From an optimization exercise on the open Yosys and OpenROAD flow, aimed at small area, a short achievable clock period and few clock cycles per item; shortcuts taken in it are not production practice. The RTL was checked by simulation tests, not by an equivalence proof against the original design.

Design MULDIV_top, start of the top module:
module MULDIV_top (
    input clk,
    input start,
    input reset,
    input [31:0] in_A,
    input [31:0] in_B,
    input [1:0] op_div,
    input [1:0] op_mul,
    input muldiv_sel,
    output [31:0] R,
    output muldiv_done
    );
    localparam S_IDLE = 3'd0, S_NORM = 3'd1, S_ITER = 3'd2, S_FIX = 3'd3, S_DONE = 3'd4, S_CORR = 3'd5;
    reg [2:0] state;
    reg       done_r;
    reg        is_div, is_mul_n, na, nb, bz, out_hi;
    reg  [1:0] op;
    reg  [5:0] lza, lzb;         
    wire [5:0] cnt = lza;        
    reg [32:0] areg;             
    reg [35:0] breg;
    reg [63:0] acc;
    reg b1_s1, b1_s2, n1;        
    reg b0_s1, b0_s2;            
    reg y0_inv, x0;              
    reg y_div;                   
    reg x_inv, x_se, c_in;       
    function [5:0] lzc;
        input [31:0] x;
        reg [15:0] v1, p1;
        reg [7:0]  v2;
        reg [15:0] p2;
        reg [3:0]  v3;
        reg [11:0] p3;
        reg [1:0]  v4;
        reg [7:0]  p4;
        reg [4:0]  p5;
  ...
make LEC_CHECK=0 CAP_MARGIN=20 CORE_MARGIN=2 CORE_UTILIZATION=70 PLACE_DENSITY=0.75 SETUP_SLACK_MARGIN=5 SLEW_MARGIN=20 finish   # period 10.0 ns
run.sh (not shown) runs the stock make flow with config.mk's settings and CLKGATE_MAP_FILE= SYNTH_SCRIPT=/design/flow/synth_recipe.tcl, a recipe that flattens the netlist after the stock synthesis.
Testbench counts at the start, summed over its fixed seeds: cycles 18,203, items 2,400.
Rerun with:
--- a/flow/design.v
+++ b/flow/design.v
@@ -55,39 +55,38 @@
             end
             p5 = v4[1] ? {1'b0, p4[7:4]} : {1'b1, p4[3:0]};
             lzc = (v4[1] | v4[0]) ? {1'b0, p5} : 6'd32;
         end
     endfunction
     wire sa_in = muldiv_sel ? ~op_div[0] : (op_mul != 2'd3);
     wire sb_in = muldiv_sel ? ~op_div[0] : ~op_mul[1];
     wire na_in = sa_in & in_A[31];
     wire nb_in = sb_in & in_B[31];
-    wire [5:0] lza_in = (in_A[31] & ~sa_in) ? 6'd0 : lzc({1'b0, in_A[30:0] ^ in_A[31:1]});
-    wire [5:0] lzb_in = (in_B[31] & ~sb_in) ? 6'd0 : lzc({1'b0, in_B[30:0] ^ in_B[31:1]});
+    wire [5:0] lza_in = lzc({in_A[31] & ~sa_in, in_A[30:0] ^ in_A[31:1]});
+    wire [5:0] lzb_in = lzc({in_B[31] & ~sb_in, in_B[30:0] ^ in_B[31:1]});
     wire swap = is_mul_n & (lza > lzb);               
     wire [3:0] cza = lza[5:2] + {3'd0, lza[1:0] != 2'd0};    
     wire [3:0] czb = lzb[5:2] + {3'd0, lzb[1:0] != 2'd0};
     wire [3:0] cz  = swap ? cza : czb;
     wire [6:0] dsh = {1'b0, lzb} - {1'b0, lza} + {6'd0, na};    
     wire div_none = dsh[6] | bz;                     
     wire [5:0] sh = is_mul_n ? {cz, 2'b00} : dsh[5:0];
     wire [35:0] sh_src = swap ? {{3{areg[32]}}, areg} : breg;
     wire [35:0] sh_out = sh_src << sh;
     wire q_neg = (na ^ nb) & ~bz;
     wire is_rem = op[1];
     wire [34:0] a35 = {{2{areg[32]}}, areg};
     wire [34:0] Y1 = (({35{b1_s1}} & a35) | ({35{b1_s2}} & {a35[33:0], 1'b0})) ^ {35{n1}};
-    wire [34:0] Y0 = (({35{b0_s1}} & a35) | ({35{b0_s2}} & {a35[33:0], 1'b0}) |
-                      ({35{y_div}} & {breg[30:0], 4'b0000})) ^ {35{y0_inv}};
-    wire        y0_se = ((b0_s1 | b0_s2) & areg[32]) ^ y0_inv;
+    wire [34:0] Y0 = (({35{b0_s1}} & a35) | ({35{b0_s2}} & {a35[33:0], 1'b0})) ^ {35{y0_inv}};
     wire [39:0] A1 = {{3{Y1[34]}}, Y1, 2'b00};
-    wire [39:0] A0 = {y_div ? (breg[35:31] ^ {5{y0_inv}}) : {5{y0_se}}, Y0};
-    wire [39:0] X  = {{2{x_se & acc[33]}}, acc[33:0], 1'b0, n1, 1'b0, x0} ^ {40{x_inv}};
+    wire [39:0] A0 = y_div ? ({breg, 4'b0000} ^ {40{y0_inv}}) : {{5{Y0[34]}}, Y0};
+    wire [39:0] X  = x_inv ? ~{{2{x_se & acc[33]}}, acc[33:0], 4'b0000}
+                           : {{2{x_se & acc[33]}}, acc[33:0], 1'b0, n1, 1'b0, x0};
     wire [39:0] cs_s = X ^ A1 ^ A0;
     wire [39:0] cs_c = (X & A1) | (X & A0) | (A1 & A0);
     wire [40:0] T2 = {cs_s, 1'b1} + {cs_c[38:0], 1'b0, c_in};
     wire [39:0] T = T2[40:1];
     wire [25:0] hi = acc[59:34];
     wire [25:0] hi_p = hi + 26'd1;
     wire [25:0] hi_m = hi - 26'd1;
     wire [25:0] hi_new = T[39] ? hi_m : (T[38] ? hi_p : hi);
     wire q = ~T[39];
@@ -179,29 +178,37 @@
                 end
             end
             S_ITER: begin
                 lza <= cnt - 6'd1;
                 if (is_div) begin
                     if (~last) breg <= {breg[35], breg[35:1]};
                     areg <= {areg[31:0], q};
                     if (last & ~is_rem) acc <= 64'd0;
                     else acc[33:0] <= T[37:4];
-                    if (last & ~is_rem) begin
-                        b0_s1  <= 1'b1;
-                        y0_inv <= q_neg | bz;
-                        x0     <= q_neg;
+                    if (last) begin
+                        if (is_rem & ~q) begin
+                            y_div  <= 1'b1;
+                            x_se   <= 1'b1;
+                            y0_inv <= nb;
+                            x0     <= nb;
+                        end else begin
+                            b0_s1  <= ~is_rem;
+                            y0_inv <= ~is_rem & (q_neg | bz);
+                            x0     <= ~is_rem & q_neg;
+                            x_inv  <= is_rem;
+                            x_se   <= is_rem;
+                            c_in   <= is_rem;
+                        end
                     end else begin
-                        y_div  <= ~(last & q);
+                        y_div  <= 1'b1;
                         x_se   <= 1'b1;
-                        y0_inv <= last ? (~q & nb) : (q ^ nb);
-                        x0     <= last ? (~q & nb) : (q ^ nb);
-                        x_inv  <= last & q;
-                        c_in   <= last & q;
+                        y0_inv <= q ^ nb;
+                        x0     <= q ^ nb;
                     end
                 end else begin
                     breg <= {breg[31:0], 4'b0000};
                     acc  <= {hi_new, T[37:0]};
                     if (!last) begin
                         {b1_s2, b1_s1, n1, b0_s2, b0_s1, y0_inv} <= bd_next;
                         x0 <= bd_next[0];
                     end
                 end
Result: The changed run ran to the end with no violations; worst setup slack loses 200 ps; global-route usage is about the same; utilization increases by 2.5 points; cell count increases by about 2%; cell area increases by 0.93%; die area decreases by 1.3%; worst hold slack loses 4.9 ps.
Testbench counts after the change, summed over its fixed seeds: cycles 18,203, items 2,400.

==> static timing again, ports no longer ideal <==
In the flow no input, the clock included, has a driving cell. The finished layouts below were timed again as built, in two steps.
Step 1 (the two cells are an assumption about what drives the block):
set clk [get_ports {clk}]
set_driving_cell -lib_cell sky130_fd_sc_hd__clkbuf_16 $clk
set_driving_cell -lib_cell sky130_fd_sc_hd__buf_2 [delete_from_list [all_inputs] $clk]
Step 2 moves the port delays by t, midway between the first and last clock arrival at a register: inputs arrive t later, outputs are due t later. That takes back most of the time a late clock gives input paths.
Three values: ideal, step 1, step 2; two values: the first two.
run | t, ns | setup slack, ns | hold WS [ns] | latest minus earliest clock arrival (ns) | cell pins on the clock port's net
the first run | 0.497 | 5.101 / 5.101 / 4.818 | 0.679 / 0.679 / 0.679 | 0.018 / 0.018 | 1
the second run | 0.502 | 4.903 / 4.903 / 4.880 | 0.674 / 0.674 / 0.674 | 0.023 / 0.023 | 1
After both steps every run listed still meets setup and hold. For the first run, which loses most, drivers alone change the setup slack by 0.000 ns; drivers and shift together by -0.283 ns.
